This is an optimization exercise on Yosys and OpenROAD, whose aim is small area and a short achievable clock period, not a production implementation. Function was not checked in any run shown here: the RTL went through the layout flow alone.

$ cat flow/design.v
module ALU(
    input logic CLK,
    input logic RST,
    input logic ACT,
    input logic[3:0]  OP,
    input logic[1:0]  MOVI,
    input logic[31:0] REG_A,
    input logic[31:0] REG_B,
    input logic[31:0] MEM,
    input logic[31:0] IMM,
    output logic[31:0] DATA,
    output logic       RDY,
    output logic       VLD
);
    logic        st_first, st_mul1, st_mul2;
    logic [31:0] operand_B;
    assign RDY = ~(st_first | st_mul1 | st_mul2);
    assign VLD = ~RDY & ~RST;
    always_comb begin
        case (MOVI)
            2'b00:   operand_B = REG_B;
            2'b01:   operand_B = MEM;
            2'b10:   operand_B = IMM;
            default: operand_B = '0;
        endcase
    end
    wire is_mul = OP == 4'b0010;
    wire addsub = (OP == 4'b0000) | (OP == 4'b0001);
    wire is_dec = OP == 4'b1111;
    logic [31:0] e1;
    logic        c0;
    always_comb begin
        c0 = 1'b0;
        case (OP)
            4'b0000: e1 = operand_B;                                    
            4'b0001: begin e1 = ~operand_B; c0 = 1'b1; end              
            4'b0010: e1 = 32'b0;                                        
            4'b0011: e1 = {1'b0, operand_B[31:1]};                      
            4'b0100: e1 = {operand_B[30:0], 1'b0};                      
            4'b0101: e1 = {operand_B[0], operand_B[31:1]};              
            4'b0110: e1 = {operand_B[30:0], operand_B[31]};             
            4'b0111: e1 = ~operand_B;                                   
            4'b1000: e1 = REG_A & operand_B;
            4'b1001: e1 = REG_A | operand_B;
            4'b1010: e1 = REG_A ^ operand_B;
            4'b1011: e1 = ~(REG_A & operand_B);
            4'b1100: e1 = ~(REG_A | operand_B);
            4'b1101: e1 = ~(REG_A ^ operand_B);
            4'b1110: begin e1 = operand_B; c0 = 1'b1; end               
            default: e1 = operand_B;                                    
        endcase
    end
    wire [15:0] d_lo = is_mul ? operand_B[15:0] : {15'b0, addsub};
    function automatic logic [15:0] negs(input logic [15:0] c);
        for (int i = 0; i < 8; i++) begin
            negs[2*i]   = c[2*i+1];
            negs[2*i+1] = 1'b0;
        end
    endfunction
    function automatic logic [23:0] benc(input logic [16:0] w);
        logic [7:0] one, two, neg;
        for (int i = 0; i < 8; i++) begin
            one[i] = w[2*i+1] ^ w[2*i];
            two[i] = (w[2*i+2] & ~w[2*i+1] & ~w[2*i]) | (~w[2*i+2] & w[2*i+1] & w[2*i]);
            neg[i] = w[2*i+2];
        end
        benc = {one, two, neg};
    endfunction
    wire [23:0] enc_lo = benc({d_lo, 1'b0});
    wire [23:0] enc_hi = benc(operand_B[31:15]);
    wire [7:0] dh_one_w = enc_hi[23:16], dh_two_w = enc_hi[15:8], dh_neg_w = enc_hi[7:0];
    wire [15:0] qa1 = REG_A[15:0];
    wire [15:0] qa2 = {REG_A[14:0], 1'b0};
    wire [15:0] qx [0:7];
    genvar qi, qj;
    generate
        for (qi = 0; qi < 8; qi = qi + 1) begin : g_qsel
            for (qj = 0; qj < 16 - 2*qi; qj = qj + 1) begin : g_qb
                alu_bsel u_qsel (.a1(qa1[qj]), .a2(qa2[qj]), .one(dh_one_w[qi]), .two(dh_two_w[qi]), .neg(dh_neg_w[qi]), .x(qx[qi][qj]));
            end
        end
    endgenerate
    function automatic logic [15:0] negs8(input logic [7:0] n);
        for (int i = 0; i < 8; i++) begin
            negs8[2*i]   = n[i];
            negs8[2*i+1] = 1'b0;
        end
    endfunction
    logic [31:0] a_reg;
    logic [7:0]  dg_one, dg_two, dg_neg, dh_one, dh_two, dh_neg;
    logic [31:0] xa;
    logic [15:0] zh;
    logic        cb0, b31_q;
    wire [32:0] bx [0:7];
    wire [7:0]  bneg;
    wire [32:0] a2 = {a_reg, 1'b0};
    wire [32:0] a1 = {1'b0, a_reg};
    genvar gi, gj;
    generate
        for (gi = 0; gi < 8; gi = gi + 1) begin : g_booth
            wire one = dg_one[gi];
            wire two = dg_two[gi];
            assign bneg[gi] = dg_neg[gi];
            for (gj = 0; gj < 33; gj = gj + 1) begin : g_sel
                alu_bsel u_sel (.a1(a1[gj]), .a2(a2[gj]), .one(one), .two(two), .neg(bneg[gi]), .x(bx[gi][gj]));
            end
        end
    endgenerate
    wire [31:0] zr = ({32{b31_q}} & a_reg) | {16'b0, zh};
    wire s1, c2;
    alu_ha u_s1 (.a(bx[0][10]), .b(bx[1][8]), .s(s1), .co(c2));
    wire s3, c4;
    alu_fa u_s3 (.a(bx[0][11]), .b(bx[1][9]), .c(bx[2][7]), .s(s3), .co(c4));
    wire s5, c6;
    alu_fa u_s5 (.a(bx[0][12]), .b(bx[1][10]), .c(bx[2][8]), .s(s5), .co(c6));
    wire s7, c8;
    alu_ha u_s7 (.a(bx[3][6]), .b(bx[4][4]), .s(s7), .co(c8));
    wire s9, c10;
    alu_fa u_s9 (.a(bx[0][13]), .b(bx[1][11]), .c(bx[2][9]), .s(s9), .co(c10));
    wire s11, c12;
    alu_fa u_s11 (.a(bx[3][7]), .b(bx[4][5]), .c(bx[5][3]), .s(s11), .co(c12));
    wire s13, c14;
    alu_fa u_s13 (.a(bx[0][14]), .b(bx[1][12]), .c(bx[2][10]), .s(s13), .co(c14));
    wire s15, c16;
    alu_fa u_s15 (.a(bx[3][8]), .b(bx[4][6]), .c(bx[5][4]), .s(s15), .co(c16));
    wire s17, c18;
    alu_ha u_s17 (.a(bx[6][2]), .b(bx[7][0]), .s(s17), .co(c18));
    wire s19, c20;
    alu_fa u_s19 (.a(bx[0][15]), .b(bx[1][13]), .c(bx[2][11]), .s(s19), .co(c20));
    wire s21, c22;
    alu_fa u_s21 (.a(bx[3][9]), .b(bx[4][7]), .c(bx[5][5]), .s(s21), .co(c22));
    wire s23, c24;
    alu_fa u_s23 (.a(bx[6][3]), .b(bx[7][1]), .c(xa[15]), .s(s23), .co(c24));
    wire s25, c26;
    alu_fa u_s25 (.a(bx[0][16]), .b(bx[1][14]), .c(bx[2][12]), .s(s25), .co(c26));
    wire s27, c28;
    alu_fa u_s27 (.a(bx[3][10]), .b(bx[4][8]), .c(bx[5][6]), .s(s27), .co(c28));
    wire s29, c30;
    alu_fa u_s29 (.a(bx[6][4]), .b(bx[7][2]), .c(xa[16]), .s(s29), .co(c30));
    wire s31, c32;
    alu_fa u_s31 (.a(bx[0][17]), .b(bx[1][15]), .c(bx[2][13]), .s(s31), .co(c32));
    wire s33, c34;
    alu_fa u_s33 (.a(bx[3][11]), .b(bx[4][9]), .c(bx[5][7]), .s(s33), .co(c34));
    wire s35, c36;
    alu_fa u_s35 (.a(bx[6][5]), .b(bx[7][3]), .c(xa[17]), .s(s35), .co(c36));
    wire s37, c38;
    alu_fa u_s37 (.a(bx[0][18]), .b(bx[1][16]), .c(bx[2][14]), .s(s37), .co(c38));
    wire s39, c40;
    alu_fa u_s39 (.a(bx[3][12]), .b(bx[4][10]), .c(bx[5][8]), .s(s39), .co(c40));
    wire s41, c42;
    alu_fa u_s41 (.a(bx[6][6]), .b(bx[7][4]), .c(xa[18]), .s(s41), .co(c42));
    wire s43, c44;
    alu_fa u_s43 (.a(bx[0][19]), .b(bx[1][17]), .c(bx[2][15]), .s(s43), .co(c44));
    wire s45, c46;
    alu_fa u_s45 (.a(bx[3][13]), .b(bx[4][11]), .c(bx[5][9]), .s(s45), .co(c46));
    wire s47, c48;
    alu_fa u_s47 (.a(bx[6][7]), .b(bx[7][5]), .c(xa[19]), .s(s47), .co(c48));
    wire s49, c50;
    alu_fa u_s49 (.a(bx[0][20]), .b(bx[1][18]), .c(bx[2][16]), .s(s49), .co(c50));
    wire s51, c52;
    alu_fa u_s51 (.a(bx[3][14]), .b(bx[4][12]), .c(bx[5][10]), .s(s51), .co(c52));
    wire s53, c54;
    alu_fa u_s53 (.a(bx[6][8]), .b(bx[7][6]), .c(xa[20]), .s(s53), .co(c54));
    wire s55, c56;
    alu_fa u_s55 (.a(bx[0][21]), .b(bx[1][19]), .c(bx[2][17]), .s(s55), .co(c56));
    wire s57, c58;
    alu_fa u_s57 (.a(bx[3][15]), .b(bx[4][13]), .c(bx[5][11]), .s(s57), .co(c58));
    wire s59, c60;
    alu_fa u_s59 (.a(bx[6][9]), .b(bx[7][7]), .c(xa[21]), .s(s59), .co(c60));
    wire s61, c62;
    alu_fa u_s61 (.a(bx[0][22]), .b(bx[1][20]), .c(bx[2][18]), .s(s61), .co(c62));
    wire s63, c64;
    alu_fa u_s63 (.a(bx[3][16]), .b(bx[4][14]), .c(bx[5][12]), .s(s63), .co(c64));
    wire s65, c66;
    alu_fa u_s65 (.a(bx[6][10]), .b(bx[7][8]), .c(xa[22]), .s(s65), .co(c66));
    wire s67, c68;
    alu_fa u_s67 (.a(bx[0][23]), .b(bx[1][21]), .c(bx[2][19]), .s(s67), .co(c68));
    wire s69, c70;
    alu_fa u_s69 (.a(bx[3][17]), .b(bx[4][15]), .c(bx[5][13]), .s(s69), .co(c70));
    wire s71, c72;
    alu_fa u_s71 (.a(bx[6][11]), .b(bx[7][9]), .c(xa[23]), .s(s71), .co(c72));
    wire s73, c74;
    alu_fa u_s73 (.a(bx[0][24]), .b(bx[1][22]), .c(bx[2][20]), .s(s73), .co(c74));
    wire s75, c76;
    alu_fa u_s75 (.a(bx[3][18]), .b(bx[4][16]), .c(bx[5][14]), .s(s75), .co(c76));
    wire s77, c78;
    alu_fa u_s77 (.a(bx[6][12]), .b(bx[7][10]), .c(xa[24]), .s(s77), .co(c78));
    wire s79, c80;
    alu_fa u_s79 (.a(bx[0][25]), .b(bx[1][23]), .c(bx[2][21]), .s(s79), .co(c80));
    wire s81, c82;
    alu_fa u_s81 (.a(bx[3][19]), .b(bx[4][17]), .c(bx[5][15]), .s(s81), .co(c82));
    wire s83, c84;
    alu_fa u_s83 (.a(bx[6][13]), .b(bx[7][11]), .c(xa[25]), .s(s83), .co(c84));
    wire s85, c86;
    alu_fa u_s85 (.a(bx[0][26]), .b(bx[1][24]), .c(bx[2][22]), .s(s85), .co(c86));
    wire s87, c88;
    alu_fa u_s87 (.a(bx[3][20]), .b(bx[4][18]), .c(bx[5][16]), .s(s87), .co(c88));
    wire s89, c90;
    alu_fa u_s89 (.a(bx[6][14]), .b(bx[7][12]), .c(xa[26]), .s(s89), .co(c90));
    wire s91, c92;
    alu_fa u_s91 (.a(bx[0][27]), .b(bx[1][25]), .c(bx[2][23]), .s(s91), .co(c92));
    wire s93, c94;
    alu_fa u_s93 (.a(bx[3][21]), .b(bx[4][19]), .c(bx[5][17]), .s(s93), .co(c94));
    wire s95, c96;
    alu_fa u_s95 (.a(bx[6][15]), .b(bx[7][13]), .c(xa[27]), .s(s95), .co(c96));
    wire s97, c98;
    alu_fa u_s97 (.a(bx[0][28]), .b(bx[1][26]), .c(bx[2][24]), .s(s97), .co(c98));
    wire s99, c100;
    alu_fa u_s99 (.a(bx[3][22]), .b(bx[4][20]), .c(bx[5][18]), .s(s99), .co(c100));
    wire s101, c102;
    alu_fa u_s101 (.a(bx[6][16]), .b(bx[7][14]), .c(xa[28]), .s(s101), .co(c102));
    wire s103, c104;
    alu_fa u_s103 (.a(bx[0][29]), .b(bx[1][27]), .c(bx[2][25]), .s(s103), .co(c104));
    wire s105, c106;
    alu_fa u_s105 (.a(bx[3][23]), .b(bx[4][21]), .c(bx[5][19]), .s(s105), .co(c106));
    wire s107, c108;
    alu_fa u_s107 (.a(bx[6][17]), .b(bx[7][15]), .c(xa[29]), .s(s107), .co(c108));
    wire s109, c110;
    alu_fa u_s109 (.a(bx[0][30]), .b(bx[1][28]), .c(bx[2][26]), .s(s109), .co(c110));
    wire s111, c112;
    alu_fa u_s111 (.a(bx[3][24]), .b(bx[4][22]), .c(bx[5][20]), .s(s111), .co(c112));
    wire s113, c114;
    alu_fa u_s113 (.a(bx[6][18]), .b(bx[7][16]), .c(xa[30]), .s(s113), .co(c114));
    wire s115, c116;
    alu_fa u_s115 (.a(bx[0][31]), .b(bx[1][29]), .c(bx[2][27]), .s(s115), .co(c116));
    wire s117, c118;
    alu_fa u_s117 (.a(bx[3][25]), .b(bx[4][23]), .c(bx[5][21]), .s(s117), .co(c118));
    wire s119, c120;
    alu_fa u_s119 (.a(bx[6][19]), .b(bx[7][17]), .c(xa[31]), .s(s119), .co(c120));
    wire s121, c122;
    alu_fa u_s121 (.a(bx[0][32]), .b(bx[1][30]), .c(bx[2][28]), .s(s121), .co(c122));
    wire s123, c124;
    alu_fa u_s123 (.a(bx[3][26]), .b(bx[4][24]), .c(bx[5][22]), .s(s123), .co(c124));
    wire s125, c126;
    alu_fa u_s125 (.a(bx[6][20]), .b(bx[7][18]), .c(zr[0]), .s(s125), .co(c126));
    wire s127, c128;
    alu_fa u_s127 (.a(bx[1][31]), .b(bx[2][29]), .c(bx[3][27]), .s(s127), .co(c128));
    wire s129, c130;
    alu_fa u_s129 (.a(bx[4][25]), .b(bx[5][23]), .c(bx[6][21]), .s(s129), .co(c130));
    wire s131, c132;
    alu_fa u_s131 (.a(bx[7][19]), .b(zr[1]), .c(bneg[0]), .s(s131), .co(c132));
    wire s133, c134;
    alu_fa u_s133 (.a(bx[1][32]), .b(bx[2][30]), .c(bx[3][28]), .s(s133), .co(c134));
    wire s135, c136;
    alu_fa u_s135 (.a(bx[4][26]), .b(bx[5][24]), .c(bx[6][22]), .s(s135), .co(c136));
    wire s137, c138;
    alu_fa u_s137 (.a(bx[7][20]), .b(zr[2]), .c(bneg[0]), .s(s137), .co(c138));
    wire s139, c140;
    alu_fa u_s139 (.a(~bneg[1]), .b(bx[2][31]), .c(bx[3][29]), .s(s139), .co(c140));
    wire s141, c142;
    alu_fa u_s141 (.a(bx[4][27]), .b(bx[5][25]), .c(bx[6][23]), .s(s141), .co(c142));
    wire s143, c144;
    alu_fa u_s143 (.a(bx[7][21]), .b(zr[3]), .c(~bneg[0]), .s(s143), .co(c144));
    wire s145 = ~(bx[2][32] ^ bx[3][30]);
    wire c146 = bx[2][32] | bx[3][30];
    wire s147, c148;
    alu_fa u_s147 (.a(bx[4][28]), .b(bx[5][26]), .c(bx[6][24]), .s(s147), .co(c148));
    wire s149, c150;
    alu_ha u_s149 (.a(bx[7][22]), .b(zr[4]), .s(s149), .co(c150));
    wire s151, c152;
    alu_fa u_s151 (.a(~bneg[2]), .b(bx[3][31]), .c(bx[4][29]), .s(s151), .co(c152));
    wire s153, c154;
    alu_fa u_s153 (.a(bx[5][27]), .b(bx[6][25]), .c(bx[7][23]), .s(s153), .co(c154));
    wire s155 = ~(bx[3][32] ^ bx[4][30]);
    wire c156 = bx[3][32] | bx[4][30];
    wire s157, c158;
    alu_ha u_s157 (.a(bx[5][28]), .b(bx[6][26]), .s(s157), .co(c158));
    wire s159, c160;
    alu_fa u_s159 (.a(~bneg[3]), .b(bx[4][31]), .c(bx[5][29]), .s(s159), .co(c160));
    wire s161 = ~bx[4][32];
    wire c162 = bx[4][32];
    wire s163, c164;
    alu_ha u_s163 (.a(bx[0][6]), .b(bx[1][4]), .s(s163), .co(c164));
    wire s165, c166;
    alu_fa u_s165 (.a(bx[0][7]), .b(bx[1][5]), .c(bx[2][3]), .s(s165), .co(c166));
    wire s167, c168;
    alu_fa u_s167 (.a(bx[0][8]), .b(bx[1][6]), .c(bx[2][4]), .s(s167), .co(c168));
    wire s169, c170;
    alu_ha u_s169 (.a(bx[3][2]), .b(bx[4][0]), .s(s169), .co(c170));
    wire s171, c172;
    alu_fa u_s171 (.a(bx[0][9]), .b(bx[1][7]), .c(bx[2][5]), .s(s171), .co(c172));
    wire s173, c174;
    alu_fa u_s173 (.a(bx[3][3]), .b(bx[4][1]), .c(xa[9]), .s(s173), .co(c174));
    wire s175, c176;
    alu_fa u_s175 (.a(bx[2][6]), .b(bx[3][4]), .c(bx[4][2]), .s(s175), .co(c176));
    wire s177, c178;
    alu_fa u_s177 (.a(bx[5][0]), .b(xa[10]), .c(s1), .s(s177), .co(c178));
    wire s179, c180;
    alu_fa u_s179 (.a(bx[3][5]), .b(bx[4][3]), .c(bx[5][1]), .s(s179), .co(c180));
    wire s181, c182;
    alu_fa u_s181 (.a(xa[11]), .b(s3), .c(c2), .s(s181), .co(c182));
    wire s183, c184;
    alu_fa u_s183 (.a(bx[5][2]), .b(bx[6][0]), .c(xa[12]), .s(s183), .co(c184));
    wire s185, c186;
    alu_fa u_s185 (.a(s5), .b(s7), .c(c4), .s(s185), .co(c186));
    wire s187, c188;
    alu_fa u_s187 (.a(bx[6][1]), .b(xa[13]), .c(s9), .s(s187), .co(c188));
    wire s189, c190;
    alu_fa u_s189 (.a(s11), .b(c6), .c(c8), .s(s189), .co(c190));
    wire s191, c192;
    alu_fa u_s191 (.a(xa[14]), .b(s13), .c(s15), .s(s191), .co(c192));
    wire s193, c194;
    alu_fa u_s193 (.a(s17), .b(c10), .c(c12), .s(s193), .co(c194));
    wire s195, c196;
    alu_fa u_s195 (.a(s19), .b(s21), .c(s23), .s(s195), .co(c196));
    wire s197, c198;
    alu_fa u_s197 (.a(c14), .b(c16), .c(c18), .s(s197), .co(c198));
    wire s199, c200;
    alu_fa u_s199 (.a(s25), .b(s27), .c(s29), .s(s199), .co(c200));
    wire s201, c202;
    alu_fa u_s201 (.a(c20), .b(c22), .c(c24), .s(s201), .co(c202));
    wire s203, c204;
    alu_fa u_s203 (.a(s31), .b(s33), .c(s35), .s(s203), .co(c204));
    wire s205, c206;
    alu_fa u_s205 (.a(c26), .b(c28), .c(c30), .s(s205), .co(c206));
    wire s207, c208;
    alu_fa u_s207 (.a(s37), .b(s39), .c(s41), .s(s207), .co(c208));
    wire s209, c210;
    alu_fa u_s209 (.a(c32), .b(c34), .c(c36), .s(s209), .co(c210));
    wire s211, c212;
    alu_fa u_s211 (.a(s43), .b(s45), .c(s47), .s(s211), .co(c212));
    wire s213, c214;
    alu_fa u_s213 (.a(c38), .b(c40), .c(c42), .s(s213), .co(c214));
    wire s215, c216;
    alu_fa u_s215 (.a(s49), .b(s51), .c(s53), .s(s215), .co(c216));
    wire s217, c218;
    alu_fa u_s217 (.a(c44), .b(c46), .c(c48), .s(s217), .co(c218));
    wire s219, c220;
    alu_fa u_s219 (.a(s55), .b(s57), .c(s59), .s(s219), .co(c220));
    wire s221, c222;
    alu_fa u_s221 (.a(c50), .b(c52), .c(c54), .s(s221), .co(c222));
    wire s223, c224;
    alu_fa u_s223 (.a(s61), .b(s63), .c(s65), .s(s223), .co(c224));
    wire s225, c226;
    alu_fa u_s225 (.a(c56), .b(c58), .c(c60), .s(s225), .co(c226));
    wire s227, c228;
    alu_fa u_s227 (.a(s67), .b(s69), .c(s71), .s(s227), .co(c228));
    wire s229, c230;
    alu_fa u_s229 (.a(c62), .b(c64), .c(c66), .s(s229), .co(c230));
    wire s231, c232;
    alu_fa u_s231 (.a(s73), .b(s75), .c(s77), .s(s231), .co(c232));
    wire s233, c234;
    alu_fa u_s233 (.a(c68), .b(c70), .c(c72), .s(s233), .co(c234));
    wire s235, c236;
    alu_fa u_s235 (.a(s79), .b(s81), .c(s83), .s(s235), .co(c236));
    wire s237, c238;
    alu_fa u_s237 (.a(c74), .b(c76), .c(c78), .s(s237), .co(c238));
    wire s239, c240;
    alu_fa u_s239 (.a(s85), .b(s87), .c(s89), .s(s239), .co(c240));
    wire s241, c242;
    alu_fa u_s241 (.a(c80), .b(c82), .c(c84), .s(s241), .co(c242));
    wire s243, c244;
    alu_fa u_s243 (.a(s91), .b(s93), .c(s95), .s(s243), .co(c244));
    wire s245, c246;
    alu_fa u_s245 (.a(c86), .b(c88), .c(c90), .s(s245), .co(c246));
    wire s247, c248;
    alu_fa u_s247 (.a(s97), .b(s99), .c(s101), .s(s247), .co(c248));
    wire s249, c250;
    alu_fa u_s249 (.a(c92), .b(c94), .c(c96), .s(s249), .co(c250));
    wire s251, c252;
    alu_fa u_s251 (.a(s103), .b(s105), .c(s107), .s(s251), .co(c252));
    wire s253, c254;
    alu_fa u_s253 (.a(c98), .b(c100), .c(c102), .s(s253), .co(c254));
    wire s255, c256;
    alu_fa u_s255 (.a(s109), .b(s111), .c(s113), .s(s255), .co(c256));
    wire s257, c258;
    alu_fa u_s257 (.a(c104), .b(c106), .c(c108), .s(s257), .co(c258));
    wire s259, c260;
    alu_fa u_s259 (.a(s115), .b(s117), .c(s119), .s(s259), .co(c260));
    wire s261, c262;
    alu_fa u_s261 (.a(c110), .b(c112), .c(c114), .s(s261), .co(c262));
    wire s263, c264;
    alu_fa u_s263 (.a(s121), .b(s123), .c(s125), .s(s263), .co(c264));
    wire s265, c266;
    alu_fa u_s265 (.a(c116), .b(c118), .c(c120), .s(s265), .co(c266));
    wire s267, c268;
    alu_fa u_s267 (.a(s127), .b(s129), .c(s131), .s(s267), .co(c268));
    wire s269, c270;
    alu_fa u_s269 (.a(c122), .b(c124), .c(c126), .s(s269), .co(c270));
    wire s271, c272;
    alu_fa u_s271 (.a(s133), .b(s135), .c(s137), .s(s271), .co(c272));
    wire s273, c274;
    alu_fa u_s273 (.a(c128), .b(c130), .c(c132), .s(s273), .co(c274));
    wire s275, c276;
    alu_fa u_s275 (.a(s139), .b(s141), .c(s143), .s(s275), .co(c276));
    wire s277, c278;
    alu_fa u_s277 (.a(c134), .b(c136), .c(c138), .s(s277), .co(c278));
    wire s279, c280;
    alu_fa u_s279 (.a(s145), .b(s147), .c(s149), .s(s279), .co(c280));
    wire s281, c282;
    alu_fa u_s281 (.a(c140), .b(c142), .c(c144), .s(s281), .co(c282));
    wire s283, c284;
    alu_fa u_s283 (.a(zr[5]), .b(s151), .c(s153), .s(s283), .co(c284));
    wire s285, c286;
    alu_fa u_s285 (.a(c146), .b(c148), .c(c150), .s(s285), .co(c286));
    wire s287, c288;
    alu_fa u_s287 (.a(bx[7][24]), .b(zr[6]), .c(s155), .s(s287), .co(c288));
    wire s289, c290;
    alu_fa u_s289 (.a(s157), .b(c152), .c(c154), .s(s289), .co(c290));
    wire s291, c292;
    alu_fa u_s291 (.a(bx[6][27]), .b(bx[7][25]), .c(zr[7]), .s(s291), .co(c292));
    wire s293, c294;
    alu_fa u_s293 (.a(s159), .b(c156), .c(c158), .s(s293), .co(c294));
    wire s295, c296;
    alu_fa u_s295 (.a(bx[5][30]), .b(bx[6][28]), .c(bx[7][26]), .s(s295), .co(c296));
    wire s297, c298;
    alu_fa u_s297 (.a(zr[8]), .b(s161), .c(c160), .s(s297), .co(c298));
    wire s299, c300;
    alu_fa u_s299 (.a(~bneg[4]), .b(bx[5][31]), .c(bx[6][29]), .s(s299), .co(c300));
    wire s301, c302;
    alu_fa u_s301 (.a(bx[7][27]), .b(zr[9]), .c(c162), .s(s301), .co(c302));
    wire s303 = ~(bx[5][32] ^ bx[6][30]);
    wire c304 = bx[5][32] | bx[6][30];
    wire s305, c306;
    alu_ha u_s305 (.a(bx[7][28]), .b(zr[10]), .s(s305), .co(c306));
    wire s307, c308;
    alu_fa u_s307 (.a(~bneg[5]), .b(bx[6][31]), .c(bx[7][29]), .s(s307), .co(c308));
    wire s309 = ~bx[6][32];
    wire c310 = bx[6][32];
    wire s311, c312;
    alu_ha u_s311 (.a(bx[0][4]), .b(bx[1][2]), .s(s311), .co(c312));
    wire s313, c314;
    alu_fa u_s313 (.a(bx[0][5]), .b(bx[1][3]), .c(bx[2][1]), .s(s313), .co(c314));
    wire s315, c316;
    alu_fa u_s315 (.a(bx[2][2]), .b(bx[3][0]), .c(xa[6]), .s(s315), .co(c316));
    wire s317, c318;
    alu_fa u_s317 (.a(bx[3][1]), .b(xa[7]), .c(s165), .s(s317), .co(c318));
    wire s319, c320;
    alu_fa u_s319 (.a(xa[8]), .b(s167), .c(s169), .s(s319), .co(c320));
    wire s321, c322;
    alu_fa u_s321 (.a(s171), .b(s173), .c(c168), .s(s321), .co(c322));
    wire s323, c324;
    alu_fa u_s323 (.a(s175), .b(s177), .c(c172), .s(s323), .co(c324));
    wire s325, c326;
    alu_fa u_s325 (.a(s179), .b(s181), .c(c176), .s(s325), .co(c326));
    wire s327, c328;
    alu_fa u_s327 (.a(s183), .b(s185), .c(c180), .s(s327), .co(c328));
    wire s329, c330;
    alu_fa u_s329 (.a(s187), .b(s189), .c(c184), .s(s329), .co(c330));
    wire s331, c332;
    alu_fa u_s331 (.a(s191), .b(s193), .c(c188), .s(s331), .co(c332));
    wire s333, c334;
    alu_fa u_s333 (.a(s195), .b(s197), .c(c192), .s(s333), .co(c334));
    wire s335, c336;
    alu_fa u_s335 (.a(s199), .b(s201), .c(c196), .s(s335), .co(c336));
    wire s337, c338;
    alu_fa u_s337 (.a(s203), .b(s205), .c(c200), .s(s337), .co(c338));
    wire s339, c340;
    alu_fa u_s339 (.a(s207), .b(s209), .c(c204), .s(s339), .co(c340));
    wire s341, c342;
    alu_fa u_s341 (.a(s211), .b(s213), .c(c208), .s(s341), .co(c342));
    wire s343, c344;
    alu_fa u_s343 (.a(s215), .b(s217), .c(c212), .s(s343), .co(c344));
    wire s345, c346;
    alu_fa u_s345 (.a(s219), .b(s221), .c(c216), .s(s345), .co(c346));
    wire s347, c348;
    alu_fa u_s347 (.a(s223), .b(s225), .c(c220), .s(s347), .co(c348));
    wire s349, c350;
    alu_fa u_s349 (.a(s227), .b(s229), .c(c224), .s(s349), .co(c350));
    wire s351, c352;
    alu_fa u_s351 (.a(s231), .b(s233), .c(c228), .s(s351), .co(c352));
    wire s353, c354;
    alu_fa u_s353 (.a(s235), .b(s237), .c(c232), .s(s353), .co(c354));
    wire s355, c356;
    alu_fa u_s355 (.a(s239), .b(s241), .c(c236), .s(s355), .co(c356));
    wire s357, c358;
    alu_fa u_s357 (.a(s243), .b(s245), .c(c240), .s(s357), .co(c358));
    wire s359, c360;
    alu_fa u_s359 (.a(s247), .b(s249), .c(c244), .s(s359), .co(c360));
    wire s361, c362;
    alu_fa u_s361 (.a(s251), .b(s253), .c(c248), .s(s361), .co(c362));
    wire s363, c364;
    alu_fa u_s363 (.a(s255), .b(s257), .c(c252), .s(s363), .co(c364));
    wire s365, c366;
    alu_fa u_s365 (.a(s259), .b(s261), .c(c256), .s(s365), .co(c366));
    wire s367, c368;
    alu_fa u_s367 (.a(s263), .b(s265), .c(c260), .s(s367), .co(c368));
    wire s369, c370;
    alu_fa u_s369 (.a(s267), .b(s269), .c(c264), .s(s369), .co(c370));
    wire s371, c372;
    alu_fa u_s371 (.a(s271), .b(s273), .c(c268), .s(s371), .co(c372));
    wire s373, c374;
    alu_fa u_s373 (.a(s275), .b(s277), .c(c272), .s(s373), .co(c374));
    wire s375, c376;
    alu_fa u_s375 (.a(s279), .b(s281), .c(c276), .s(s375), .co(c376));
    wire s377, c378;
    alu_fa u_s377 (.a(s283), .b(s285), .c(c280), .s(s377), .co(c378));
    wire s379, c380;
    alu_fa u_s379 (.a(s287), .b(s289), .c(c284), .s(s379), .co(c380));
    wire s381, c382;
    alu_fa u_s381 (.a(s291), .b(s293), .c(c288), .s(s381), .co(c382));
    wire s383, c384;
    alu_fa u_s383 (.a(s295), .b(s297), .c(c292), .s(s383), .co(c384));
    wire s385, c386;
    alu_fa u_s385 (.a(s299), .b(s301), .c(c296), .s(s385), .co(c386));
    wire s387, c388;
    alu_fa u_s387 (.a(s303), .b(s305), .c(c300), .s(s387), .co(c388));
    wire s389, c390;
    alu_fa u_s389 (.a(zr[11]), .b(s307), .c(c304), .s(s389), .co(c390));
    wire s391, c392;
    alu_fa u_s391 (.a(bx[7][30]), .b(zr[12]), .c(s309), .s(s391), .co(c392));
    wire s393, c394;
    alu_fa u_s393 (.a(~bneg[6]), .b(bx[7][31]), .c(zr[13]), .s(s393), .co(c394));
    wire s395 = ~bx[7][32];
    wire c396 = bx[7][32];
    wire s397, c398;
    alu_ha u_s397 (.a(bx[0][0]), .b(xa[0]), .s(s397), .co(c398));
    wire s399, c400;
    alu_ha u_s399 (.a(bx[0][1]), .b(xa[1]), .s(s399), .co(c400));
    wire s401, c402;
    alu_fa u_s401 (.a(bx[0][2]), .b(bx[1][0]), .c(xa[2]), .s(s401), .co(c402));
    wire s403, c404;
    alu_fa u_s403 (.a(bx[0][3]), .b(bx[1][1]), .c(xa[3]), .s(s403), .co(c404));
    wire s405, c406;
    alu_fa u_s405 (.a(bx[2][0]), .b(xa[4]), .c(s311), .s(s405), .co(c406));
    wire s407, c408;
    alu_fa u_s407 (.a(xa[5]), .b(s313), .c(c312), .s(s407), .co(c408));
    wire s409, c410;
    alu_fa u_s409 (.a(s163), .b(s315), .c(c314), .s(s409), .co(c410));
    wire s411, c412;
    alu_fa u_s411 (.a(c164), .b(s317), .c(c316), .s(s411), .co(c412));
    wire s413, c414;
    alu_fa u_s413 (.a(c166), .b(s319), .c(c318), .s(s413), .co(c414));
    wire s415, c416;
    alu_fa u_s415 (.a(c170), .b(s321), .c(c320), .s(s415), .co(c416));
    wire s417, c418;
    alu_fa u_s417 (.a(c174), .b(s323), .c(c322), .s(s417), .co(c418));
    wire s419, c420;
    alu_fa u_s419 (.a(c178), .b(s325), .c(c324), .s(s419), .co(c420));
    wire s421, c422;
    alu_fa u_s421 (.a(c182), .b(s327), .c(c326), .s(s421), .co(c422));
    wire s423, c424;
    alu_fa u_s423 (.a(c186), .b(s329), .c(c328), .s(s423), .co(c424));
    wire s425, c426;
    alu_fa u_s425 (.a(c190), .b(s331), .c(c330), .s(s425), .co(c426));
    wire s427, c428;
    alu_fa u_s427 (.a(c194), .b(s333), .c(c332), .s(s427), .co(c428));
    wire s429, c430;
    alu_fa u_s429 (.a(c198), .b(s335), .c(c334), .s(s429), .co(c430));
    wire s431, c432;
    alu_fa u_s431 (.a(c202), .b(s337), .c(c336), .s(s431), .co(c432));
    wire s433, c434;
    alu_fa u_s433 (.a(c206), .b(s339), .c(c338), .s(s433), .co(c434));
    wire s435, c436;
    alu_fa u_s435 (.a(c210), .b(s341), .c(c340), .s(s435), .co(c436));
    wire s437, c438;
    alu_fa u_s437 (.a(c214), .b(s343), .c(c342), .s(s437), .co(c438));
    wire s439, c440;
    alu_fa u_s439 (.a(c218), .b(s345), .c(c344), .s(s439), .co(c440));
    wire s441, c442;
    alu_fa u_s441 (.a(c222), .b(s347), .c(c346), .s(s441), .co(c442));
    wire s443, c444;
    alu_fa u_s443 (.a(c226), .b(s349), .c(c348), .s(s443), .co(c444));
    wire s445, c446;
    alu_fa u_s445 (.a(c230), .b(s351), .c(c350), .s(s445), .co(c446));
    wire s447, c448;
    alu_fa u_s447 (.a(c234), .b(s353), .c(c352), .s(s447), .co(c448));
    wire s449, c450;
    alu_fa u_s449 (.a(c238), .b(s355), .c(c354), .s(s449), .co(c450));
    wire s451, c452;
    alu_fa u_s451 (.a(c242), .b(s357), .c(c356), .s(s451), .co(c452));
    wire s453, c454;
    alu_fa u_s453 (.a(c246), .b(s359), .c(c358), .s(s453), .co(c454));
    wire s455, c456;
    alu_fa u_s455 (.a(c250), .b(s361), .c(c360), .s(s455), .co(c456));
    wire s457, c458;
    alu_fa u_s457 (.a(c254), .b(s363), .c(c362), .s(s457), .co(c458));
    wire s459, c460;
    alu_fa u_s459 (.a(c258), .b(s365), .c(c364), .s(s459), .co(c460));
    wire s461, c462;
    alu_fa u_s461 (.a(c262), .b(s367), .c(c366), .s(s461), .co(c462));
    wire s463, c464;
    alu_fa u_s463 (.a(c266), .b(s369), .c(c368), .s(s463), .co(c464));
    wire s465, c466;
    alu_fa u_s465 (.a(c270), .b(s371), .c(c370), .s(s465), .co(c466));
    wire s467, c468;
    alu_fa u_s467 (.a(c274), .b(s373), .c(c372), .s(s467), .co(c468));
    wire s469, c470;
    alu_fa u_s469 (.a(c278), .b(s375), .c(c374), .s(s469), .co(c470));
    wire s471, c472;
    alu_fa u_s471 (.a(c282), .b(s377), .c(c376), .s(s471), .co(c472));
    wire s473, c474;
    alu_fa u_s473 (.a(c286), .b(s379), .c(c378), .s(s473), .co(c474));
    wire s475, c476;
    alu_fa u_s475 (.a(c290), .b(s381), .c(c380), .s(s475), .co(c476));
    wire s477, c478;
    alu_fa u_s477 (.a(c294), .b(s383), .c(c382), .s(s477), .co(c478));
    wire s479, c480;
    alu_fa u_s479 (.a(c298), .b(s385), .c(c384), .s(s479), .co(c480));
    wire s481, c482;
    alu_fa u_s481 (.a(c302), .b(s387), .c(c386), .s(s481), .co(c482));
    wire s483, c484;
    alu_fa u_s483 (.a(c306), .b(s389), .c(c388), .s(s483), .co(c484));
    wire s485, c486;
    alu_fa u_s485 (.a(c308), .b(s391), .c(c390), .s(s485), .co(c486));
    wire s487, c488;
    alu_fa u_s487 (.a(c310), .b(s393), .c(c392), .s(s487), .co(c488));
    wire s489, c490;
    alu_fa u_s489 (.a(zr[14]), .b(s395), .c(c394), .s(s489), .co(c490));
    wire s491, c492;
    alu_fa u_s491 (.a(~bneg[7]), .b(zr[15]), .c(c396), .s(s491), .co(c492));
    wire s493 = ~zr[16];
    wire c494 = zr[16];
    wire s495 = ~zr[17];
    wire c496 = zr[17];
    wire s497 = ~zr[18];
    wire c498 = zr[18];
    wire s499 = ~zr[19];
    wire c500 = zr[19];
    wire s501 = ~zr[20];
    wire c502 = zr[20];
    wire s503 = ~zr[21];
    wire c504 = zr[21];
    wire s505 = ~zr[22];
    wire c506 = zr[22];
    wire s507 = ~zr[23];
    wire c508 = zr[23];
    wire s509 = ~zr[24];
    wire c510 = zr[24];
    wire s511 = ~zr[25];
    wire c512 = zr[25];
    wire s513 = ~zr[26];
    wire c514 = zr[26];
    wire s515 = ~zr[27];
    wire c516 = zr[27];
    wire s517 = ~zr[28];
    wire c518 = zr[28];
    wire s519 = ~zr[29];
    wire c520 = zr[29];
    wire s521 = ~zr[30];
    wire c522 = zr[30];
    wire s523 = ~zr[31];
    wire c524 = zr[31];
    wire s525, c526;
    alu_ha u_s525 (.a(qx[0][10]), .b(qx[1][8]), .s(s525), .co(c526));
    wire s527, c528;
    alu_ha u_s527 (.a(qx[0][11]), .b(qx[1][9]), .s(s527), .co(c528));
    wire s529, c530;
    alu_fa u_s529 (.a(qx[0][12]), .b(qx[1][10]), .c(qx[2][8]), .s(s529), .co(c530));
    wire s531, c532;
    alu_ha u_s531 (.a(qx[3][6]), .b(qx[4][4]), .s(s531), .co(c532));
    wire s533, c534;
    alu_fa u_s533 (.a(qx[0][13]), .b(qx[1][11]), .c(qx[2][9]), .s(s533), .co(c534));
    wire s535, c536;
    alu_ha u_s535 (.a(qx[3][7]), .b(qx[4][5]), .s(s535), .co(c536));
    wire s537, c538;
    alu_fa u_s537 (.a(qx[0][14]), .b(qx[1][12]), .c(qx[2][10]), .s(s537), .co(c538));
    wire s539, c540;
    alu_fa u_s539 (.a(qx[3][8]), .b(qx[4][6]), .c(qx[5][4]), .s(s539), .co(c540));
    wire s541, c542;
    alu_ha u_s541 (.a(qx[6][2]), .b(qx[7][0]), .s(s541), .co(c542));
    wire s543, c544;
    alu_fa u_s543 (.a(qx[0][15]), .b(qx[1][13]), .c(qx[2][11]), .s(s543), .co(c544));
    wire s545, c546;
    alu_fa u_s545 (.a(qx[3][9]), .b(qx[4][7]), .c(qx[5][5]), .s(s545), .co(c546));
    wire s547, c548;
    alu_ha u_s547 (.a(qx[6][3]), .b(qx[7][1]), .s(s547), .co(c548));
    wire s549, c550;
    alu_ha u_s549 (.a(qx[0][6]), .b(qx[1][4]), .s(s549), .co(c550));
    wire s551, c552;
    alu_ha u_s551 (.a(qx[0][7]), .b(qx[1][5]), .s(s551), .co(c552));
    wire s553, c554;
    alu_fa u_s553 (.a(qx[0][8]), .b(qx[1][6]), .c(qx[2][4]), .s(s553), .co(c554));
    wire s555, c556;
    alu_ha u_s555 (.a(qx[3][2]), .b(qx[4][0]), .s(s555), .co(c556));
    wire s557, c558;
    alu_fa u_s557 (.a(qx[0][9]), .b(qx[1][7]), .c(qx[2][5]), .s(s557), .co(c558));
    wire s559, c560;
    alu_ha u_s559 (.a(qx[3][3]), .b(qx[4][1]), .s(s559), .co(c560));
    wire s561, c562;
    alu_fa u_s561 (.a(qx[2][6]), .b(qx[3][4]), .c(qx[4][2]), .s(s561), .co(c562));
    wire s563, c564;
    alu_fa u_s563 (.a(qx[5][0]), .b(dh_neg_w[5]), .c(s525), .s(s563), .co(c564));
    wire s565, c566;
    alu_fa u_s565 (.a(qx[2][7]), .b(qx[3][5]), .c(qx[4][3]), .s(s565), .co(c566));
    wire s567, c568;
    alu_fa u_s567 (.a(qx[5][1]), .b(s527), .c(c526), .s(s567), .co(c568));
    wire s569, c570;
    alu_fa u_s569 (.a(qx[5][2]), .b(qx[6][0]), .c(dh_neg_w[6]), .s(s569), .co(c570));
    wire s571, c572;
    alu_fa u_s571 (.a(s529), .b(s531), .c(c528), .s(s571), .co(c572));
    wire s573, c574;
    alu_fa u_s573 (.a(qx[5][3]), .b(qx[6][1]), .c(s533), .s(s573), .co(c574));
    wire s575, c576;
    alu_fa u_s575 (.a(s535), .b(c530), .c(c532), .s(s575), .co(c576));
    wire s577, c578;
    alu_fa u_s577 (.a(dh_neg_w[7]), .b(s537), .c(s539), .s(s577), .co(c578));
    wire s579, c580;
    alu_fa u_s579 (.a(s541), .b(c534), .c(c536), .s(s579), .co(c580));
    wire s581, c582;
    alu_fa u_s581 (.a(s543), .b(s545), .c(s547), .s(s581), .co(c582));
    wire s583, c584;
    alu_fa u_s583 (.a(c538), .b(c540), .c(c542), .s(s583), .co(c584));
    wire s585, c586;
    alu_ha u_s585 (.a(qx[0][4]), .b(qx[1][2]), .s(s585), .co(c586));
    wire s587, c588;
    alu_ha u_s587 (.a(qx[0][5]), .b(qx[1][3]), .s(s587), .co(c588));
    wire s589, c590;
    alu_fa u_s589 (.a(qx[2][2]), .b(qx[3][0]), .c(dh_neg_w[3]), .s(s589), .co(c590));
    wire s591, c592;
    alu_fa u_s591 (.a(qx[2][3]), .b(qx[3][1]), .c(s551), .s(s591), .co(c592));
    wire s593, c594;
    alu_fa u_s593 (.a(dh_neg_w[4]), .b(s553), .c(s555), .s(s593), .co(c594));
    wire s595, c596;
    alu_fa u_s595 (.a(s557), .b(s559), .c(c554), .s(s595), .co(c596));
    wire s597, c598;
    alu_fa u_s597 (.a(s561), .b(s563), .c(c558), .s(s597), .co(c598));
    wire s599, c600;
    alu_fa u_s599 (.a(s565), .b(s567), .c(c562), .s(s599), .co(c600));
    wire s601, c602;
    alu_fa u_s601 (.a(s569), .b(s571), .c(c566), .s(s601), .co(c602));
    wire s603, c604;
    alu_fa u_s603 (.a(s573), .b(s575), .c(c570), .s(s603), .co(c604));
    wire s605, c606;
    alu_fa u_s605 (.a(s577), .b(s579), .c(c574), .s(s605), .co(c606));
    wire s607, c608;
    alu_fa u_s607 (.a(s581), .b(s583), .c(c578), .s(s607), .co(c608));
    wire s609, c610;
    alu_ha u_s609 (.a(qx[0][2]), .b(qx[1][0]), .s(s609), .co(c610));
    wire s611, c612;
    alu_ha u_s611 (.a(qx[0][3]), .b(qx[1][1]), .s(s611), .co(c612));
    wire s613, c614;
    alu_fa u_s613 (.a(qx[2][0]), .b(dh_neg_w[2]), .c(s585), .s(s613), .co(c614));
    wire s615, c616;
    alu_fa u_s615 (.a(qx[2][1]), .b(s587), .c(c586), .s(s615), .co(c616));
    wire s617, c618;
    alu_fa u_s617 (.a(s549), .b(s589), .c(c588), .s(s617), .co(c618));
    wire s619, c620;
    alu_fa u_s619 (.a(c550), .b(s591), .c(c590), .s(s619), .co(c620));
    wire s621, c622;
    alu_fa u_s621 (.a(c552), .b(s593), .c(c592), .s(s621), .co(c622));
    wire s623, c624;
    alu_fa u_s623 (.a(c556), .b(s595), .c(c594), .s(s623), .co(c624));
    wire s625, c626;
    alu_fa u_s625 (.a(c560), .b(s597), .c(c596), .s(s625), .co(c626));
    wire s627, c628;
    alu_fa u_s627 (.a(c564), .b(s599), .c(c598), .s(s627), .co(c628));
    wire s629, c630;
    alu_fa u_s629 (.a(c568), .b(s601), .c(c600), .s(s629), .co(c630));
    wire s631, c632;
    alu_fa u_s631 (.a(c572), .b(s603), .c(c602), .s(s631), .co(c632));
    wire s633, c634;
    alu_fa u_s633 (.a(c576), .b(s605), .c(c604), .s(s633), .co(c634));
    wire s635, c636;
    alu_fa u_s635 (.a(c580), .b(s607), .c(c606), .s(s635), .co(c636));
    wire [15:0] q = {s635, s633, s631, s629, s627, s625, s623, s621, s619, s617, s615, s613, s611, dh_neg_w[1], qx[0][1], qx[0][0]} + {c634, c632, c630, c628, c626, c624, c622, c620, c618, c616, c614, c612, c610, s609, 1'b0, dh_neg_w[0]};
    wire [63:0] tree_s = {s523, s521, s519, s517, s515, s513, s511, s509, s507, s505, s503, s501, s499, s497, s495, s493, s491, s489, s487, s485, s483, s481, s479, s477, s475, s473, s471, s469, s467, s465, s463, s461, s459, s457, s455, s453, s451, s449, s447, s445, s443, s441, s439, s437, s435, s433, s431, s429, s427, s425, s423, s421, s419, s417, s415, s413, s411, s409, s407, s405, s403, s401, s399, cb0};
    wire [63:0] tree_c = {c522, c520, c518, c516, c514, c512, c510, c508, c506, c504, c502, c500, c498, c496, c494, c492, c490, c488, c486, c484, c482, c480, c478, c476, c474, c472, c470, c468, c466, c464, c462, c460, c458, c456, c454, c452, c450, c448, c446, c444, c442, c440, c438, c436, c434, c432, c430, c428, c426, c424, c422, c420, c418, c416, c414, c412, c410, c408, c406, c404, c402, c400, c398, s397};
    wire [63:0] sum = tree_s + tree_c;
    always_ff @(posedge CLK) begin
        if (RST) begin
            st_first <= 1'b0;
            st_mul1  <= 1'b0;
            st_mul2  <= 1'b0;
        end else begin
            st_first <= RDY & ACT & ~is_mul;
            st_mul1  <= RDY & ACT & is_mul;
            st_mul2  <= st_mul1;
        end
    end
    always_ff @(posedge CLK) begin
        if (RDY)
            a_reg <= REG_A;
        {dh_one, dh_two, dh_neg} <= enc_hi;
        if (RDY)
            {dg_one, dg_two, dg_neg} <= {enc_lo[23:1], enc_lo[0] | is_dec};
        else
            {dg_one, dg_two, dg_neg} <= {dh_one, dh_two, dh_neg};
        b31_q  <= RDY & is_mul & operand_B[31];
        xa     <= RDY ? (e1 | (is_mul ? {q, negs(operand_B[15:0])} : 32'b0))
                      : {sum[47:32], negs8(dh_neg)};
        zh     <= RDY ? 16'b0 : sum[63:48];
        cb0    <= RDY & c0;
    end
    assign DATA = st_mul2 ? sum[47:16] : sum[31:0];
endmodule
module alu_fa(input logic a, input logic b, input logic c, output logic s, output logic co);
    assign s = a ^ b ^ c;
    assign co = (a & b) | (a & c) | (b & c);
endmodule
module alu_bsel(input logic a1, input logic a2, input logic one, input logic two, input logic neg, output logic x);
    assign x = ((one & a1) | (two & a2)) ^ neg;
endmodule
module alu_ha(input logic a, input logic b, output logic s, output logic co);
    assign s = a ^ b;
    assign co = a & b;
endmodule
$ cat flow/run.sh
#!/bin/bash
# synth_recipe.tcl (not shown) runs the flow's synth.tcl, then flattens the netlist and writes it again
# the make line also repeats each setting of config.mk as NAME=value (left out here)
make -C /OpenROAD-flow-scripts/flow DESIGN_CONFIG=/design/flow/config.mk WORK_HOME=/design/flow/orfs CLKGATE_MAP_FILE= SYNTH_SCRIPT=/design/flow/synth_recipe.tcl finish
$ cat flow/config.mk
export PLATFORM = sky130hd
export DESIGN_NAME = ALU
export DESIGN_NICKNAME = ALU
export VERILOG_FILES = /design/flow/design.v
export SDC_FILE = /design/flow/constraint.sdc
export NUM_CORES = 4
export LEC_CHECK = 0
export CAP_MARGIN = 20
export CORE_MARGIN = 2
export CORE_UTILIZATION = 40
export SETUP_SLACK_MARGIN = 1.0
export SLEW_MARGIN = 20
export SYNTH_HIERARCHICAL = 1
export SYNTH_MINIMUM_KEEP_SIZE = 0
$ cat flow/constraint.sdc
create_clock -name core_clock -period 10.5 [get_ports {CLK}]
set_input_delay 2.1000 -clock core_clock [delete_from_list [all_inputs] [get_ports {CLK}]]
set_output_delay 2.1000 -clock core_clock [all_outputs]
set_load 0.01 [all_outputs]
==> results of run 1 <==
==> cell usage after synthesis (13+ instances only) <==
cell type | instances | area [um^2]
clkbuf_1 | 77 | 289
nor2_1 | 161 | 604
o221ai_1 | 20 | 175
ha_1 | 170 | 2130
a31oi_1 | 16 | 100
nand4_1 | 19 | 119
a221oi_1 | 27 | 236
o22ai_1 | 27 | 169
a22oi_1 | 17 | 128
o21ai_0 | 138 | 691
dfxtp_1 | 101 | 2020
o211ai_1 | 13 | 97.6
xnor2_1 | 388 | 3400
a21oi_1 | 203 | 1020
nand2_1 | 183 | 687
a211oi_1 | 19 | 143
nand3_1 | 32 | 160
o21ai_1 | 13 | 65.1
mux2i_1 | 56 | 561
nor3_1 | 32 | 160
edfxtp_1 | 32 | 961
fa_1 | 272 | 5450
a21o_1 | 52 | 390
buf_2 | 15 | 75.1
buf_1 | 18 | 67.6
inv_1 | 126 | 473
xor2_1 | 29 | 254
a22oi_2 | 336 | 4200
o21bai_1 | 20 | 150
==> worst reg2reg max path: cells and delay by family, from the launching register on <==
kind | cells | cell delay (ps)
XOR/XNOR | 2 | 570
AND/OR/NAND/NOR | 1 | 80
AO/OA/AOI/OAI | 8 | 2290
buffers and inverters | 1 | 310
flip-flops | 1 | 860
adder cells (fa/ha/maj) | 5 | 2450
==> Yosys stat by module (local to each module, per instance) <==
module / cells inside / cell area [um^2]
ALU: 1802 / 13400
alu_bsel: 2 / 21.3
alu_fa: 1 / 20.0
alu_ha: 1 / 12.5
==> final cells by class <==
cell class,instances,area share (%)
clock buffers,19,1.54
multi-input cells,2418,73.2
repair buffers,325,9.74
diodes,1,0.00812
flip-flops and latches,133,9.92
clock inverters,13,0.467
inverters,131,1.60
well taps,864,3.51
==> worst max-delay path by stage <==
stage	endpoint	slack, ps
after floorplan	xa[31]	1690
after global placement	DATA[28]	770
after detailed placement	DATA[28]	770
after CTS	DATA[28]	1020
after global routing	DATA[28]	890
final	DATA[28]	1030
==> metrics by stage <==
step	hold WS [ps]	area, um^2
5_1_grt	456	30800
2_1_floorplan	392	26400
4_1_cts	430	30700
6_report	426	30800
3_3_place_gp	440	29600
3_5_place_dp	437	29700
==> repair_timing <==
action	in CTS	in global routing
hold buffers	0	0
cloned	0	0
resized for setup	18	7
pin swaps	0	1
setup endpoints to repair	5	6
setup buffers	26	14
==> per-layer routing <==
layer	vias to the layer above	wire length (um)	track usage, %
li1	10600	-	-
met1	12100	44500	42.3
met2	1468	46100	47.7
met3	255	10500	6.62
met4	2	5020	13.7
met5	-	12	0
==> cell families (layout without fill, tap and decap cells) <==
| logic type | Yosys count | after routing |
|---|---|---|
| AND/OR/NAND/NOR | 476 | 476 |
| buffers and inverters | 242 | 488 |
| multiplexers | 64 | 64 |
| adder cells (fa/ha/maj) | 442 | 442 |
| AO/OA/AOI/OAI | 995 | 995 |
| flip-flops | 133 | 133 |
| XOR/XNOR | 417 | 417 |
| other | 1 | 25 |
==> impl_metrics.json, run 1 <==
{
  "cts_made_buffers": 17,
  "reg2reg_to": "zh[13]",
  "yosys_warnings": 7,
  "synth-edff-count": 32,
  "area_growth_syn_to_layout_pct": 17.1,
  "dieHeight_um": 260,
  "status": "complete, no violations",
  "cts_tree": "done",
  "vias": 24500,
  "synthFlopType": "dfxtp_1",
  "synthesis.area_mm2": 0.0263,
  "cp_slowest_cell": "dfxtp_4",
  "synthAdderAreaFrac_pct": 28.8,
  "drtIter0Drc": 2916,
  "drive_gt1_share_pct": 19.8,
  "core_mm2": 0.0654,
  "grt_antenna_before_repair": 3,
  "routed_via_density": 6.26,
  "cts_sinks": 133,
  "worst_slew_pin_slew_ps": 1190,
  "max_freq_mhz": 106,
  "slowest_delay_ps": 630,
  "multi_input_area_mm2": 0.0226,
  "fillers": 6294,
  "synth_top_family_by_area": "compound AO/OA/AOI/OAI gates",
  "yosys.area_share.simple_pct": 7.81,
  "synthMuxAreaShare_pct": 2.49,
  "fin_cells": 3904,
  "synthArstFlopShare_pct": 0,
  "die_x_um": 260,
  "max_slew_margin_pct": 20.1,
  "place_congestion": 0.988,
  "overflow": 0,
  "mostFrequentLayoutCell": "xnor2_1",
  "ant_nets": 0,
  "track_usage_pct": 31.2,
  "drv_cap": 0,
  "endpoint_kind": "output port",
  "setup.worst_path.start": "dg_neg[6]",
  "rsz0062_at_grt": "true",
  "std_cell_rows": 94,
  "final_util_pct": 47.1,
  "critPathKind": "flop to output port",
  "start_util_pct": 40.2,
  "synth_compound_area_share_pct": 32.1,
  "layout_setup_ws_ps": 1030,
  "synth_seq_cells": 133,
  "worstHoldStart": "dh_two[0]",
  "crit_chain": "buf_4 > xnor2_1 > fa_1 > fa_1 > fa_1 > fa_1 > ha_1 > nand2_1 > nor3_1 > nand3_1 > a2111oi_4 > o2111ai_1 > a21boi_2 > buf_4 > nor2_1 > xnor2_2 > nand2_1 > o21ai_0 > clkdlybuf4s50_1",
  "ys_types": 81,
  "totalWireLength_um": 106000,
  "hold_viol": 0,
  "skew_ps": 23.0,
  "required_ps": 8400,
  "start_kind": "flop",
  "r2r_cells": 17,
  "reg2reg_from": "a_reg[25]",
  "dieArea_mm2": 0.0678,
  "clk_latency_ps": 480,
  "cts_root_buf": "clkbuf_16",
  "fin_setup_tns_ps": 0,
  "setup_viol": 0,
  "r2r_slack_ps": 3820,
  "cp_max_fo": 18,
  "cp_num_cells": 19,
  "yosysSeqAreaShare_pct": 11.3,
  "holdPathEnd": "dg_two[0]",
  "dpl_worst_slack_ps": 772,
  "crit_top_cell": "fa_1",
  "synth_xor_area_share_pct": 13.9,
  "clk_pin_slew_ps": 80,
  "cp_data_arrival_time_ps": 7370,
  "min_path_cells": 2,
  "critPathTopFamily": "adder cells",
  "final_max_slew_viol_count": 0,
  "layout_common_cells": "xnor2_1 (384), a22oi_2 (336), fa_1 (272)",
  "cts.htree.levels": 4,
  "grt_pass1_vias": 24300,
  "grt_pass1_wl_um": 158000,
  "wl_per_cell_um": 27.2,
  "hp-class": "flop to flop",
  "cp.buffers_inverters": 3,
  "cts_buffer_depth": 2,
  "dr.pass1.iters": 6,
  "period_share_pct": 90.2,
  "regArea_mm2": 0.00306,
  "syn_area_per_cell_um2": 9.50,
  "route.detailed.drc": 0,
  "postSynthCellCount": 2770,
  "dpl.cell_count": 3831,
  "pin_count": 171,
  "period_needed_ps": 9470,
  "grt_max_degree": 60,
  "nets": 3605,
  "portBuffers": 170,
  "dpl.hpwl_um": 81900
}
==> run 2, diff against run 1 <==
--- a/flow/config.mk
+++ b/flow/config.mk
@@ -8,7 +8,6 @@
 export CAP_MARGIN = 20
 export CORE_MARGIN = 2
 export CORE_UTILIZATION = 40
-export SETUP_SLACK_MARGIN = 1.0
 export SLEW_MARGIN = 20
 export SYNTH_HIERARCHICAL = 1
-export SYNTH_MINIMUM_KEEP_SIZE = 0
+export SYNTH_MINIMUM_KEEP_SIZE = 5
==> impl_metrics.json, run 2 <==
{
  "postLayoutCellArea_mm2": 0.0286,
  "wl_per_cell_um": 27.7,
  "critPathKind": "flop to output port",
  "postCtsHoldBufs": 0,
  "synth-edff-count": 32,
  "nets": 3612,
  "std_cell_rows": 92,
  "ant_nets": 0,
  "grt_antenna_before_repair": 7,
  "yosys_warnings": 7,
  "cts.htree.levels": 4,
  "hold_viol": 0,
  "dieArea_mm2": 0.0658,
  "hp-class": "flop to flop",
  "cts_tree": "done",
  "core_mm2": 0.0631,
  "clk_pin_slew_ps": 70,
  "period_needed_ps": 10150,
  "worstHoldStart": "dh_two[0]",
  "grt_max_degree": 63,
  "synth.area.top_cells": "fa_1 (21%), xnor2_1 (12%), a22oi_1 (9.4%), ha_1 (8.3%), dfxtp_1 (7.9%)",
  "pin_count": 171,
  "clk_latency_ps": 490,
  "required_ps": 8400,
  "cts_made_buffers": 17,
  "dr.pass1.iters": 6,
  "ys_types": 75,
  "fin_setup_tns_ps": 0,
  "post_dp_cell_area_mm2": 0.0279,
  "fillers": 6232,
  "grt_pass1_vias": 24400,
  "reg2reg_from": "dg_two[2]",
  "route.detailed.drc": 0,
  "skew_ps": 18.1,
  "mostFrequentLayoutCell": "xnor2_1",
  "layout_setup_ws_ps": 354,
  "cts_resized": 0,
  "place_congestion": 1.02,
  "yosysMostFrequentCell": "xnor2_1",
  "synthArstFlopShare_pct": 0,
  "synth_seq_cells": 133,
  "max_slew_margin_pct": 25.3,
  "layout_common_cells": "xnor2_1 (354), a22oi_1 (321), fa_1 (272)",
  "cts_sinks": 133,
  "ys_top_cells_by_count": "xnor2_1 (354), a22oi_1 (321), fa_1 (272)",
  "drive_gt1_share_pct": 5.87,
  "cts_buffer_depth": 2,
  "syn_area_per_cell_um2": 8.41,
  "grt_pass1_wl_um": 160000,
  "setup_viol": 0,
  "period_share_pct": 96.6,
  "post-cts-setup-buffer-count": 0,
  "final_max_slew_viol_count": 0,
  "cts_root_buf": "clkbuf_16",
  "yosysTopAreaCellShare_pct": 21.3,
  "drtIter0Drc": 3287,
  "dpl.hpwl_um": 83200,
  "area_growth_syn_to_layout_pct": 11.9,
  "postSynthCellCount": 3033,
  "worst_slew_pin_slew_ps": 1120,
  "dieHeight_um": 257,
  "yosysTopAreaCell": "fa_1",
  "start_util_pct": 40.5,
  "endpoint_kind": "output port",
  "status": "complete, no violations",
  "cp_data_arrival_time_ps": 8050,
  "dpl_worst_slack_ps": 1010,
  "synthFlopType": "dfxtp_1",
  "cp_max_fo": 24,
  "totalWireLength_um": 108000,
  "portBuffers": 170,
  "overflow": 0,
  "start_kind": "flop",
  "vias": 24700,
  "synthesis.area_mm2": 0.0255,
  "setup.worst_path.start": "dg_two[2]",
  "antennaDiodeCount": 0,
  "yosysSeqAreaShare_pct": 11.7,
  "drv_cap": 0,
  "track_usage_pct": 32.2,
  "max_freq_mhz": 98.6,
  "routed_via_density": 6.33,
  "rsz0062_at_grt": "false",
  "die_x_um": 257
}
run 2: kinds of logic (layout without fill, tap and decap cells):
family,after synthesis,after routing,share of synthesized area (%)
muxes,67,67,2.68
xor gates and xnor gates,379,379,13.1
and+or+nand+nor,553,553,9.32
adders and majority gates,441,441,29.6
buffers and inverters,415,429,6.21
DFF,133,133,11.7
AOI/OAI and AO/OA,1045,1045,27.4
run 2: routing by layer:
metal  GRT usage (%)  up-vias  share of wire [%]
li1                -    10800                  -
met1            44.1    12000                 42
met2            47.6     1557                 42
met3            7.19      257                 10
met4            15.9        4                5.4
met5            1.61        -               0.15
run 2: layout make-up:
cell class / instances / area [um^2] / share of cell area (%)
sequential: 133 / 2990 / 10.5
inverter: 126 / 478 / 1.67
clock inverter: 15 / 201 / 0.705
multi-input combinational: 2485 / 21000 / 73.4
timing repair buffer: 271 / 2440 / 8.54
clock buffer: 17 / 425 / 1.49
tap: 846 / 1060 / 3.71
run 2: worst max-delay path, cell delays in order, from the launching register on:
cell             delay [ps]
dfxtp_1                1040
buf_4                   330
a22oi_1                 100
xnor2_1                 230
fa_1                    500
fa_1                    520
fa_1                    580
fa_1                    440
ha_1                    380
a21o_1                  230
a21o_1                  180
a21oi_1                 230
o21ai_0                 150
a31oi_1                 590
inv_1                    90
a31oi_1                 270
o21a_1                  190
o21ai_0                 280
xnor2_1                 250
buf_4                   200
mux2_2                  260
clkdlybuf4s50_1         480
run 2: path summary, 6_finish.rpt:
path | end | slack, ps | cells after the start
setup / recovery | DATA[26] | 350 | 21
hold / removal | dg_two[0] | 450 | 2
setup reg to reg | zh[12] | 3200 | 16
hold reg to reg | dg_two[0] | 450 | 2
run 2: Yosys stat by module, one instance, submodules excluded:
| module | area [um^2] | times used | cells inside |
|---|---|---|---|
| alu_fa | 20.0 | 271 | 1 |
| ALU | 20100 | 1 | 2762 |
run 2: per-stage QoR:
step           utilization, %  std cells  hold slack, ps
2_1_floorplan               -       3033             392
3_3_place_gp             44.3       3860             442
3_5_place_dp             44.3       3861             437
4_1_cts                  45.3       3893             455
5_1_grt                  45.3       3893             478
6_report                 45.3       3893             451
==> run 3, diff against run 2 <==
==> flow/flow/run.sh (new file) <==
#!/bin/bash
# The standard layout, with plain buffers (not delay cells) on the ports.
cp standard.sh standard_sh_copy.log
export BUFFER_PORTS_ARGS="-buffer_cell sky130_fd_sc_hd__buf_2"
bash standard.sh > standard.log 2>&1
==> flow/standard.sh (new file) <==
#!/bin/bash
# synth_recipe.tcl (not shown) runs the flow's synth.tcl, then flattens the netlist and writes it again
# the make line also repeats each setting of config.mk as NAME=value (left out here)
make -C /OpenROAD-flow-scripts/flow DESIGN_CONFIG=/design/flow/config.mk WORK_HOME=/design/flow/orfs CLKGATE_MAP_FILE= SYNTH_SCRIPT=/design/flow/synth_recipe.tcl "${@:-finish}"
removed: flow/run.sh
==> impl_metrics.json, run 3 <==
{
  "synth.area.top_cells": "fa_1 (21%), xnor2_1 (12%), a22oi_1 (9.4%), ha_1 (8.3%), dfxtp_1 (7.9%)",
  "yosysSeqAreaShare_pct": 11.7,
  "reg2reg_to": "xa[31]",
  "wl_per_cell_um": 27.9,
  "track_usage_pct": 32.2,
  "die_x_um": 257,
  "hp-class": "flop to flop",
  "dieArea_mm2": 0.0658,
  "start_kind": "flop",
  "yosys_warnings": 7,
  "mostFrequentLayoutCell": "xnor2_1",
  "layout_common_cells": "xnor2_1 (354), a22oi_1 (321), fa_1 (272)",
  "pin_count": 171,
  "nets": 3597,
  "totalWireLength_um": 108000,
  "yosysMostFrequentCell": "xnor2_1",
  "r2r_cells": 20,
  "cp_data_arrival_time_ps": 8020,
  "setup.worst_path.start": "dg_two[1]",
  "cts_root_buf": "clkbuf_16",
  "rsz0062_at_grt": "false",
  "dieHeight_um": 257,
  "crit_chain": "buf_4 > a22oi_1 > xnor2_1 > fa_1 > fa_1 > fa_1 > fa_1 > ha_1 > and2_1 > nand3_1 > nor2_1 > nand2_1 > a211oi_1 > o2111ai_1 > a2111oi_0 > buf_4 > nor2_1 > xnor2_1 > mux2_2 > buf_2",
  "setup_viol": 0,
  "grt_max_degree": 63,
  "min_path_cells": 2,
  "dr.pass1.iters": 9,
  "postCtsHoldBufs": 0,
  "status": "complete, no violations",
  "cts.htree.levels": 4,
  "worst_slew_pin_slew_ps": 1170,
  "area_growth_syn_to_layout_pct": 8.06,
  "timing.hold.ws_ps": 428,
  "cts_tree": "done",
  "reg2reg_from": "dg_two[1]",
  "cp_slowest_cell": "dfxtp_1",
  "clk_latency_ps": 480,
  "final_max_slew_viol_count": 0,
  "crit_top_cell": "fa_1",
  "required_ps": 8400,
  "cp_max_fo": 25,
  "critPathKind": "flop to output port",
  "syn_area_per_cell_um2": 8.41,
  "grt_pass1_wl_um": 160000,
  "start_util_pct": 40.5,
  "yosysTopAreaCellShare_pct": 21.3,
  "dpl.hpwl_um": 80800,
  "dpl.cell_count": 3846,
  "place_congestion": 1.04,
  "endpoint_kind": "output port",
  "vias": 25200,
  "post-cts-setup-buffer-count": 0,
  "r2r_slack_ps": 2970,
  "fillers": 6341,
  "multi_input_area_mm2": 0.0210,
  "worstHoldStart": "dh_two[0]",
  "period_share_pct": 96.4,
  "portBuffers": 170,
  "regArea_mm2": 0.00299,
  "max_slew_margin_pct": 22.2,
  "ys_top_cells_by_count": "xnor2_1 (354), a22oi_1 (321), fa_1 (272)",
  "drtIter0Drc": 3668,
  "fin_setup_tns_ps": 0,
  "yosysTopAreaCell": "fa_1",
  "synth-edff-count": 32,
  "drv_cap": 0,
  "cts_made_buffers": 17
}
[run 3: cell types whose count changed in the layout (fill, tap and decap cells not counted), moves of 3 or more]
cell,before,now
clkinv_4,1,4
buf_2,5,170
buf_4,100,86
diode_2,0,3
clkdlybuf4s50_1,165,0
[run 3: stage by stage]
stage | setup slack, ps | area, um^2
after CTS | 545 | 27600
final | 376 | 27600
after floorplan | 2700 | 25500
after detailed placement | 903 | 27000
after global routing | 16.6 | 27600
after global placement | 728 | 27000
[run 3: kinds of logic (layout without fill, tap and decap cells)]
group	Yosys count	after routing	synth area share [%]
AOI/OAI and AO/OA	1045	1045	27.4
muxes	67	67	2.68
adders and majority gates	441	441	29.6
xor gates and xnor gates	379	379	13.1
and+or+nand+nor	553	553	9.32
other	0	3	0
DFF	133	133	11.7
buffers and inverters	415	414	6.21
[run 3: how the worst max path moves through the flow]
| stage | end | slack, ps | cells after the start |
|---|---|---|---|
| 2_1_floorplan | DATA[31] | 2700 | 18 |
| 3_3_place_gp | xa[30] | 730 | 24 |
| 3_5_place_dp | xa[30] | 900 | 24 |
| 4_1_cts | DATA[31] | 540 | 20 |
| 5_1_grt | DATA[31] | 20 | 20 |
| 6_report | DATA[31] | 380 | 20 |
[run 3: metal layers]
metal | vias to the layer above | track usage [%] | share of wire (%)
met2 | 1816 | 48.2 | 42
met1 | 12200 | 43.5 | 41
met4 | 0 | 16.4 | 5.7
met3 | 337 | 7.39 | 11
met5 | - | 0 | 0
li1 | 10800 | - | -
[run 3: per-module statistics from Yosys (local to each module, per instance)]
module / cell area, um^2 / cells inside
ALU: 20100 / 2762
alu_fa: 20.0 / 1
[run 3: area by class of cell]
cell class                 count  share of cell area [%]
antenna                        3                  0.0272
clock buffer                  18                    1.63
clock inverter                14                   0.463
inverter                     126                    1.73
multi-input combinational   2485                    76.0
sequential                   133                    10.9
tap                          846                    3.84
timing repair buffer         256                    5.43
[run 3: worst max-delay path: cells and delay by family (launching register included)]
kind,cells,cell delay [ps]
fa+ha+maj,5,2490
compound gates,4,1410
flops,1,1050
xor+xnor,2,940
buf+inv,3,680
simple gates,5,670
mux,1,280

re-timing with driven ports:
The flow's constraints put no driver on any port. The routed layouts listed below were extracted and timed again, unchanged, in two steps. Step 1 (the two cells are an assumption about what drives the block):
set clk [get_ports {CLK}]
set_driving_cell -lib_cell sky130_fd_sc_hd__clkbuf_16 $clk
set_driving_cell -lib_cell sky130_fd_sc_hd__buf_2 [delete_from_list [all_inputs] $clk]
Step 2 adds t to the input delays and takes it off the output delays; t is the mean of the earliest and latest rising clock arrival at the registers after step 1. Input paths then give back, and output paths get back, about the clock's delay inside the block. Three values: ideal, step 1, step 2; two values: the first two.
| run | shift t [ns] | setup slack, ns | slew at the worst register clock pin (ns) | cell pins on the clock port's net |
|---|---|---|---|---|
| run 1 | 0.526 | 1.031 / 0.975 / 1.165 | 0.08 / 0.08 | 1 |
| run 2 | 0.537 | 0.354 / 0.293 / 0.830 | 0.08 / 0.08 | 1 |
| run 3 | 0.534 | 0.376 / 0.311 / 0.788 | 0.07 / 0.07 | 1 |
After both steps every run listed still meets setup and hold.
